Source: an optimization exercise on an open RTL-to-GDS flow (aim: small area). Production flows keep margins and buffers that such runs may drop.
At most, simulation tests tie the RTL to the original design; equivalence was not proved.
The flow treats the clock pin as an ideal source, which a real chip does not have.
Power and IR drop assume default switching activity.

Setup of lane 1:
// SDRAM_arbit
module SDRAM_arbit(
    input                   sysclk_100M         ,
    input                   rst_n               ,
    output                  CKE                 ,
    output                  cs_n                ,
    output  reg             ras_n               ,
    output  reg             cas_n               ,
    output  reg             we_n                ,
    output          [12:0]  addr                ,
    output          [ 1:0]  ba                  ,
    output          [ 1:0]  dqm                 ,
    output          [15:0]  dq_o                ,
    output                  dq_oe               ,
    input           [15:0]  dq_i                ,
    input                   write_trig          ,
    output                  write_data_vld      ,
    input           [15:0]  w_dq                ,
    input                   read_trig           ,
    output                  read_data_vld       ,
    output          [15:0]  r_dq                ,
    output                  write_end
);
Size in the first run: ~530 cells after synthesis.
clock: 10.0 ns
lec_check: 0
cap_margin: 20
core_margin: 2
core_utilization: 40
slew_margin: 20
run.sh (not shown) runs the stock make flow with config.mk's settings and CLKGATE_MAP_FILE= SYNTH_SCRIPT=/design/flow/synth_recipe.tcl, a recipe that flattens the netlist after the stock synthesis.
--- input diff lane 1..lane 2 ---
- ABC_AREA newly set to 1
- Compared lane 2 vs lane 1, and net switching power figure is up in lane 2.
- Diff lane 1 -> lane 2 | post-layout instance area | increase of 2.3%
- Looking at post-synthesis instance area, lane 2 sits 2.7% higher than lane 1 does.
- Lane 1 and lane 2 ended up with roughly the same pre-CTS setup slack.

---

Another version of the RTL of SDRAM_arbit (not shown whole).
Size in the first run: about 83 flip-flops, roughly 94 I/O pins.
make LEC_CHECK=0 CAP_MARGIN=20 CORE_MARGIN=2 CORE_UTILIZATION=40 CTS_BUF_LIST=sky130_fd_sc_hd__clkbuf_8 SLEW_MARGIN=20 finish   # period 10.0 ns
Next try:
CTS_BUF_LIST = sky130_fd_sc_hd__clkbuf_4 sky130_fd_sc_hd__clkbuf_8   (was sky130_fd_sc_hd__clkbuf_8)
CTS_CLUSTER_DIAMETER = 60   (was default)
CTS_CLUSTER_SIZE = 20   (was default)
The new run finished with timing, DRC and antenna clean.
Synthesized cell count does not change.
Clock skew stays the same.
Non-clock buffer count does not change.
No functional check of the RTL was part of any run of this note.

---

Another version of the RTL of SDRAM_arbit (not shown whole).
Size in the first run: roughly 62 flip-flops, roughly 94 I/O pins, roughly 3200 um2 of cells after synthesis.
==> flow/design.v (excerpt) <==
module SDRAM_arbit(
    input                   sysclk_100M         ,
    input                   rst_n               ,
    output                  CKE                 ,
    output                  cs_n                ,
    output  reg             ras_n               ,
    output  reg             cas_n               ,
    output  reg             we_n                ,
    output          [12:0]  addr                ,
    output          [ 1:0]  ba                  ,
    output          [ 1:0]  dqm                 ,
    output          [15:0]  dq_o                ,
    output                  dq_oe               ,
    input           [15:0]  dq_i                ,
    input                   write_trig          ,
    output                  write_data_vld      ,
    input           [15:0]  w_dq                ,
    input                   read_trig           ,
    output                  read_data_vld       ,
    output          [15:0]  r_dq                ,
    output                  write_end
);
localparam  P_INIT  = 4'b0000,
            P_ARBI  = 4'b0001,       
            P_ARBF  = 4'b0010,       
            P_ARBS  = 4'b0011,       
            P_REF0  = 4'b0100,       
            P_REF   = 4'b0101,
            P_S0    = 4'b1000,       
            P_S1    = 4'b1001,
            P_A0    = 4'b1010,       
            P_A1    = 4'b1011,
            P_X     = 4'b1100,       
            P_P0    = 4'b1110,       
            P_P1    = 4'b1111;
localparam  ROW_LAST = 1440 - 1;
localparam  L_ZERO        = 10'b0000000001;    
localparam  L_INIT_FIRST  = 10'b0100111110;    
localparam  L_INIT_RELOAD = 10'b1010111001;    
localparam  L_REF_RELOAD  = 10'b0111011111;    
localparam  M_INIT_PRE    = 10'b0100110111;    
localparam  V_INIT_PRE    = 10'b0000010010;
localparam  M_INIT_REF    = 10'b0100011111;    
localparam  V_INIT_REF    = 10'b0000001000;
localparam  M_REF_CMD     = 10'b0000100010;    
localparam  V_REF_CMD     = 10'b0000000010;
localparam  M_REF_END     = 10'b0000000110;    
localparam  V_REF_END     = 10'b0000000010;
reg  [3:0]  ph;
reg         flag;            
reg  [3:0]  wc;              
reg  [9:0]  dcnt;            
  ...
clock: 10.0 ns
lec_check: 0
cap_margin: 0
core_margin: 2
core_utilization: 40
slew_margin: 0
standard.sh (not shown) runs the stock make flow with config.mk's settings and CLKGATE_MAP_FILE= SYNTH_SCRIPT=/design/flow/synth_recipe.tcl, a recipe that flattens the netlist after the stock synthesis.
==> flow/flow/run.sh <==
#!/bin/bash
# Layout: the standard ORFS flow (standard.sh) with these changes:
# - synthesis: the standard flow's own synthesis script with flow/synth_overrides.tcl inserted, which
#   maps adders ripple-carry, leaves them to ABC instead of adder cells, and runs ABC
#   with an area script (flow/area.abc); the flip-flops and their names are the
#   standard synthesis's;
# - clock tree: flow/clock_tree.tcl, in place of TritonCTS's H-tree: the clock port drives
#   four clock buffers, one per quadrant of the flip-flops, each a clkbuf_8 unless its
#   quadrant needs a clkbuf_16;
# - port buffers: the smallest buffer cell;
# - constant outputs: the synthesis's two tie cells, not one tie cell per output.
# Each tool's output stays in orfs/logs; the make run's own output goes to standard.log.
set -euo pipefail
cd "$(dirname "$0")/.."
{ head -n 1 synth_recipe.tcl; cat flow/synth_overrides.tcl; tail -n +2 synth_recipe.tcl; } > flow_synth.tcl
sed "s#SYNTH_SCRIPT=[^ ]*#SYNTH_SCRIPT=$PWD/flow_synth.tcl#" standard.sh > flow_standard.sh
grep -q "SYNTH_SCRIPT=$PWD/flow_synth.tcl" flow_standard.sh
export FLOW_AREA_ABC="$PWD/flow/area.abc"
export PRE_CTS_TCL="$PWD/flow/clock_tree.tcl"
export CTS_ARGS="-sink_clustering_enable -repair_clock_nets -buf_list sky130_fd_sc_hd__clkbuf_8 -dont_use_dummy_load"
export BUFFER_PORTS_ARGS="-buffer_cell sky130_fd_sc_hd__buf_1"
export SKIP_REPAIR_TIE_FANOUT=1
bash flow_standard.sh > standard.log 2>&1
==> flow/flow/clock_tree.tcl <==
set db [ord::get_db]
set block [ord::get_db_block]
set clk_net [$block findNet sysclk_100M]
set master [$db findMaster sky130_fd_sc_hd__clkbuf_8]
set items {}
foreach it [$clk_net getITerms] {
  if {![$it isInputSignal]} { continue }
  set loc [[$it getInst] getLocation]
  lappend items [list [lindex $loc 0] [lindex $loc 1] $it]
}
proc split_half {lst idx} {
  set s [lsort -integer -index $idx $lst]
  set h [expr {[llength $s] / 2}]
  return [list [lrange $s 0 [expr {$h - 1}]] [lrange $s $h end]]
}
set groups {}
foreach half [split_half $items 0] {
  foreach q [split_half $half 1] { lappend groups $q }
}
set skip [list sysclk_100M]
set i 0
foreach g $groups {
  set sx 0; set sy 0
  foreach it $g { set sx [expr {$sx + [lindex $it 0]}]; set sy [expr {$sy + [lindex $it 1]}] }
  set n [llength $g]
  set buf [odb::dbInst_create $block $master "clkq_buf_$i"]
  set net [odb::dbNet_create $block "clkq_net_$i"]
  $net setSigType CLOCK
  [$buf findITerm A] connect $clk_net
  [$buf findITerm X] connect $net
  foreach it $g {
    set iterm [lindex $it 2]
    $iterm disconnect
    $iterm connect $net
  }
  $buf setLocation [expr {$sx / $n}] [expr {$sy / $n}]
  $buf setPlacementStatus PLACED
  lappend skip "clkq_net_$i"
  incr i
}
global_connect

# upsize the buffer of any group whose clock pins would see too slow a clock edge
set_propagated_clock [all_clocks]
estimate_parasitics -placement
set big [$db findMaster sky130_fd_sc_hd__clkbuf_16]
for {set k 0} {$k < $i} {incr k} {
  set buf [$block findInst "clkq_buf_$k"]
  set worst 0.0
  foreach it [[$block findNet "clkq_net_$k"] getITerms] {
    if {![$it isInputSignal]} { continue }
    set pin [get_pins "[[$it getInst] getName]/[[$it getMTerm] getName]"]
    set sl [get_property $pin slew_max]
    if {$sl > $worst} { set worst $sl }
  }
  if {$worst > 0.110} {
    $buf swapMaster $big
    puts "clock buffer clkq_buf_$k: estimated slew [format %.1f [expr {$worst * 1000}]] ps, now clkbuf_16"
  } else {
    puts "clock buffer clkq_buf_$k: estimated slew [format %.1f [expr {$worst * 1000}]] ps"
  }
}
puts "hand-built clock tree: $i buffers of sky130_fd_sc_hd__clkbuf_8, nets $skip"
set_cts_config -skip_nets $skip
set_propagated_clock [all_clocks]
==> flow/flow/synth_overrides.tcl <==
# Inserted by flow/run.sh into the standard flow's synthesis script (synth_recipe.tcl) right after
# its first line, before ORFS's synth.tcl runs. Only the combinational mapping changes;
# the flip-flop mapping, names and everything else stay the standard synthesis's.
#
# Adders: Yosys's default ripple-carry map instead of ORFS's Kogge-Stone extra map
# (synth.tcl adds that map only while SYNTH_OPERATIONS_ARGS is empty), and no
# extraction of half and full adders into adder cells ahead of ABC, so that ABC maps
# them together with the logic around them.
set ::env(SYNTH_OPERATIONS_ARGS) " "
set ::env(ADDER_MAP_FILE) ""
# ABC: an area-oriented script (flow/area.abc: three rounds of rewriting, choice
# computation and area-recovering mapping) without ORFS's delay target, which
# reaches ABC as 10 ps because the clock period is given in ns.
proc abc {args} {
  set keep {}
  set skip 0
  foreach a $args {
    if {$skip} { set skip 0; continue }
    if {$a eq "-script" || $a eq "-D"} { set skip 1; continue }
    lappend keep $a
  }
  yosys abc -script $::env(FLOW_AREA_ABC) {*}$keep
}
Other scripts of this flow, unchanged in this note and not shown: flow/flow/area.abc
The starting point completed with no timing, DRC or antenna violations.
Edit:
--- a/flow/flow/clock_tree.tcl
+++ b/flow/flow/clock_tree.tcl
@@ -2,5 +2,5 @@
 set block [ord::get_db_block]
 set clk_net [$block findNet sysclk_100M]
-set master [$db findMaster sky130_fd_sc_hd__clkbuf_8]
+set master [$db findMaster sky130_fd_sc_hd__clkbuf_4]
 set items {}
 foreach it [$clk_net getITerms] {
@@ -43,8 +43,6 @@
 # upsize the buffer of any group whose clock pins would see too slow a clock edge
 set_propagated_clock [all_clocks]
-estimate_parasitics -placement
-set big [$db findMaster sky130_fd_sc_hd__clkbuf_16]
-for {set k 0} {$k < $i} {incr k} {
-  set buf [$block findInst "clkq_buf_$k"]
+proc group_slew {block k} {
+  estimate_parasitics -placement
   set worst 0.0
   foreach it [[$block findNet "clkq_net_$k"] getITerms] {
@@ -54,10 +52,14 @@
     if {$sl > $worst} { set worst $sl }
   }
-  if {$worst > 0.110} {
-    $buf swapMaster $big
-    puts "clock buffer clkq_buf_$k: estimated slew [format %.1f [expr {$worst * 1000}]] ps, now clkbuf_16"
-  } else {
-    puts "clock buffer clkq_buf_$k: estimated slew [format %.1f [expr {$worst * 1000}]] ps"
+  return $worst
+}
+for {set k 0} {$k < $i} {incr k} {
+  set buf [$block findInst "clkq_buf_$k"]
+  foreach size {8 16} {
+    set worst [group_slew $block $k]
+    if {$worst <= 0.110} { break }
+    $buf swapMaster [$db findMaster sky130_fd_sc_hd__clkbuf_$size]
   }
+  puts "clock buffer clkq_buf_$k: [[$buf getMaster] getName], estimated slew [format %.1f [expr {[group_slew $block $k] * 1000}]] ps"
 }
 puts "hand-built clock tree: $i buffers of sky130_fd_sc_hd__clkbuf_8, nets $skip"
- CAP_MARGIN: 0 -> 20
- CORE_UTILIZATION: 40 -> 70
- SLEW_MARGIN: 0 -> 20
What happened: The changed run ran to the end with no violations; global-route usage rose by 10 points; total power fell by 1.1%; setup slack degrades by 0.011 ns; wire length fell by 4.1%; sequential cell count stays the same; utilization rose by 30 points; final area fell by 2.0%; combinational power fell by about 2%; sequential power hardly moves.
Edit:
--- a/flow/flow/clock_tree.tcl
+++ b/flow/flow/clock_tree.tcl
@@ -2,5 +2,5 @@
 set block [ord::get_db_block]
 set clk_net [$block findNet sysclk_100M]
-set master [$db findMaster sky130_fd_sc_hd__clkbuf_4]
+set master [$db findMaster sky130_fd_sc_hd__clkbuf_8]
 set items {}
 foreach it [$clk_net getITerms] {
@@ -43,6 +43,8 @@
 # upsize the buffer of any group whose clock pins would see too slow a clock edge
 set_propagated_clock [all_clocks]
-proc group_slew {block k} {
-  estimate_parasitics -placement
+estimate_parasitics -placement
+set big [$db findMaster sky130_fd_sc_hd__clkbuf_16]
+for {set k 0} {$k < $i} {incr k} {
+  set buf [$block findInst "clkq_buf_$k"]
   set worst 0.0
   foreach it [[$block findNet "clkq_net_$k"] getITerms] {
@@ -52,14 +54,10 @@
     if {$sl > $worst} { set worst $sl }
   }
-  return $worst
-}
-for {set k 0} {$k < $i} {incr k} {
-  set buf [$block findInst "clkq_buf_$k"]
-  foreach size {8 16} {
-    set worst [group_slew $block $k]
-    if {$worst <= 0.110} { break }
-    $buf swapMaster [$db findMaster sky130_fd_sc_hd__clkbuf_$size]
+  if {$worst > 0.110} {
+    $buf swapMaster $big
+    puts "clock buffer clkq_buf_$k: estimated slew [format %.1f [expr {$worst * 1000}]] ps, now clkbuf_16"
+  } else {
+    puts "clock buffer clkq_buf_$k: estimated slew [format %.1f [expr {$worst * 1000}]] ps"
   }
-  puts "clock buffer clkq_buf_$k: [[$buf getMaster] getName], estimated slew [format %.1f [expr {[group_slew $block $k] * 1000}]] ps"
 }
 puts "hand-built clock tree: $i buffers of sky130_fd_sc_hd__clkbuf_8, nets $skip"
--- a/flow/flow/synth_overrides.tcl
+++ b/flow/flow/synth_overrides.tcl
@@ -22,2 +22,4 @@
   yosys abc -script $::env(FLOW_AREA_ABC) {*}$keep
 }
+# No buffers on pass-through wires (the standard flow removes them again in placement).
+set ::env(SYNTH_INSBUF) 0
- CORE_UTILIZATION: 70 -> 40
- GPL_TIMING_DRIVEN: not set -> 0
=> The changed run went through all stages and came out clean. Cell area goes up by about 2%. Power goes up by 0.86%. Final cell count goes up by about 11%. Wire length goes up by about 4.6%. Worst setup slack loses 0.086 ns. Die area goes up by about 55%. Flip-flop and latch count is unchanged. Via count goes down by 2.6%. Utilization goes down by 27 points. Combinational power goes up by about 35%.

---

## run X
SDRAM_arbit, a different RTL version from the one above (not shown whole).
For scale: about 490 cells after synthesis, ~94 I/O pins.
==> flow/design.v (excerpt) <==
module SDRAM_arbit(
    input                   sysclk_100M         ,
    input                   rst_n               ,
    output                  CKE                 ,
    output                  cs_n                ,
    output  reg             ras_n               ,
    output  reg             cas_n               ,
    output  reg             we_n                ,
    output          [12:0]  addr                ,
    output          [ 1:0]  ba                  ,
    output          [ 1:0]  dqm                 ,
    output          [15:0]  dq_o                ,
    output                  dq_oe               ,
    input           [15:0]  dq_i                ,
    input                   write_trig          ,
    output                  write_data_vld      ,
    input           [15:0]  w_dq                ,
    input                   read_trig           ,
    output                  read_data_vld       ,
    output          [15:0]  r_dq                ,
    output                  write_end
);
localparam  P_INIT  = 4'b0000,
            P_ARBI  = 4'b0001,       
            P_ARBF  = 4'b0010,       
            P_ARBS  = 4'b0011,       
            P_REF0  = 4'b0100,       
            P_REF   = 4'b0101,
            P_S0    = 4'b1000,       
            P_S1    = 4'b1001,
            P_A0    = 4'b1010,       
            P_A1    = 4'b1011,
            P_X     = 4'b1100,       
            P_P0    = 4'b1110,       
            P_P1    = 4'b1111;
localparam  ROW_LAST = 1440 - 1;
localparam  INIT_FIRST  = 10'd41;
localparam  INIT_RELOAD = 10'd316;
localparam  REF_RELOAD  = 10'd780;
reg  [3:0]  ph;
reg         flag;            
reg  [3:0]  wc;              
reg  [9:0]  dcnt;            
reg         rr_d;            
reg         wstat, rstat;    
reg         wtd, rtd;        
reg         wt1, rt1;        
reg         wend_q, rend_q;  
reg  [5:0]  wcol;            
reg  [10:0] wrow;
reg         wbank;
reg  [5:0]  rcol;            
reg  [10:0] rrow;
reg         rbank;
assign CKE   = 1'b1;
assign cs_n  = 1'b0;
assign dqm   = 2'b00;
assign dq_o  = w_dq;
  ...
export LEC_CHECK = 0
export CAP_MARGIN = 20
export CORE_MARGIN = 2
export CORE_UTILIZATION = 40
export SLEW_MARGIN = 20
create_clock -name core_clock -period 10.0 [get_ports {sysclk_100M}]
==> flow/flow/run.sh <==
#!/bin/bash
# Layout: the standard ORFS flow (standard.sh, standard synthesis unchanged) with two
# changes: the clock tree is built from clkbuf_8 without dummy loads, and the port buffers
# use the smallest buffer cell. Each tool's output stays in orfs/logs; standard.sh's own
# output goes to standard.log.
set -euo pipefail
cd "$(dirname "$0")/.."
export CTS_ARGS="-sink_clustering_enable -repair_clock_nets -buf_list sky130_fd_sc_hd__clkbuf_8 -dont_use_dummy_load -sink_clustering_size 64 -sink_clustering_max_diameter 400"
export BUFFER_PORTS_ARGS="-buffer_cell sky130_fd_sc_hd__buf_1"
bash standard.sh > standard.log 2>&1
Run X | stages: all done | timing, DRC, antenna: all pass
### run X -> run P
# run X
export LEC_CHECK = 0
export CAP_MARGIN = 20
export CORE_MARGIN = 2
export CORE_UTILIZATION = 40
export SLEW_MARGIN = 20
create_clock -name core_clock -period 10.0 [get_ports {sysclk_100M}]
# run P
export LEC_CHECK = 0
export CAP_MARGIN = 20
export CORE_MARGIN = 2
export CORE_UTILIZATION = 40
export CTS_BUF_LIST = sky130_fd_sc_hd__clkbuf_8
export SLEW_MARGIN = 20
create_clock -name core_clock -period 10.0 [get_ports {sysclk_100M}]
==> flow/run.sh (new file) <==
#!/bin/bash
# synth_recipe.tcl (not shown) runs the flow's synth.tcl, then flattens the netlist and writes it again
# the make line also repeats each setting of config.mk as NAME=value (left out here)
make -C /OpenROAD-flow-scripts/flow DESIGN_CONFIG=/design/flow/config.mk WORK_HOME=/design/flow/orfs CLKGATE_MAP_FILE= SYNTH_SCRIPT=/design/flow/synth_recipe.tcl finish
removed: flow/flow/run.sh
removed: flow/standard.sh
Notes after the runs:
Compared with run X, run P shows vias per cell lower by about 2.6%.
Against run X, the final cell area of run P is higher.
Run P reports a lower setup slack at placement than run X does.
Per the comparison of run P with run X, slack of the critical path fell 400 ps, total power rose about 13%, combinational power rose about 7%, area inside the core boundary about even.
Route | run P vs run X | wire shorter in run P
Run P vs run X: hold slack down
Run P ran to completion and came out clean on the timing, design-rule and antenna checks.
After synthesis and placement, the instance count of run P is above that of run X.

## static timing again, ports no longer ideal
The results above use ideal ports. As a check the final layouts listed here were re-extracted and re-timed, cells and wires unchanged. Step 1 (the two cells are an assumption about what drives the block):
set clk [get_ports {sysclk_100M}]
set_driving_cell -lib_cell sky130_fd_sc_hd__clkbuf_16 $clk
set_driving_cell -lib_cell sky130_fd_sc_hd__buf_2 [delete_from_list [all_inputs] $clk]
Step 2 moves the port delays by t, midway between the first and last clock arrival at a register: inputs arrive t later, outputs are due t later. That takes back most of the time a late clock gives input paths. Slacks: ideal / step 1 / step 2; pairs: ideal / step 1.
run	t (ns)	setup slack, ns	hold WS [ns]	worst register clock-pin slew, ns	worst slew at a driven data input, ns
lane 1	0.379	5.745 / 5.709 / 5.953	0.498 / 0.498 / 0.498	0.07 / 0.07	0.07
lane 2	0.382	6.000 / 5.949 / 5.949	0.466 / 0.466 / 0.466	0.07 / 0.07	0.07
the first run of note 2	0.397	5.640 / 5.604 / 5.953	0.503 / 0.503 / 0.503	0.10 / 0.10	0.07
the second run of note 2	0.397	5.640 / 5.604 / 5.953	0.503 / 0.503 / 0.503	0.10 / 0.10	0.07
the first run of note 3	0.213	4.704 / 4.643 / 4.856	0.348 / 0.348 / 0.348	0.10 / 0.10	0.07
the second run of note 3	0.203	4.692 / 4.637 / 4.840	0.348 / 0.348 / 0.348	0.10 / 0.10	0.07
the third run of note 3	0.214	4.606 / 4.544 / 4.758	0.348 / 0.348 / 0.348	0.10 / 0.10	0.08
run X	0.366	4.956 / 4.921 / 5.288	0.355 / 0.355 / 0.355	0.07 / 0.07	0.07
run P	0.379	4.553 / 4.520 / 4.899	0.350 / 0.350 / 0.350	0.08 / 0.08	0.07
After both steps every run listed still meets setup and hold. The setup slack of lane 2, which loses most, moves by -0.051 ns with the drivers and by -0.051 ns with both steps.
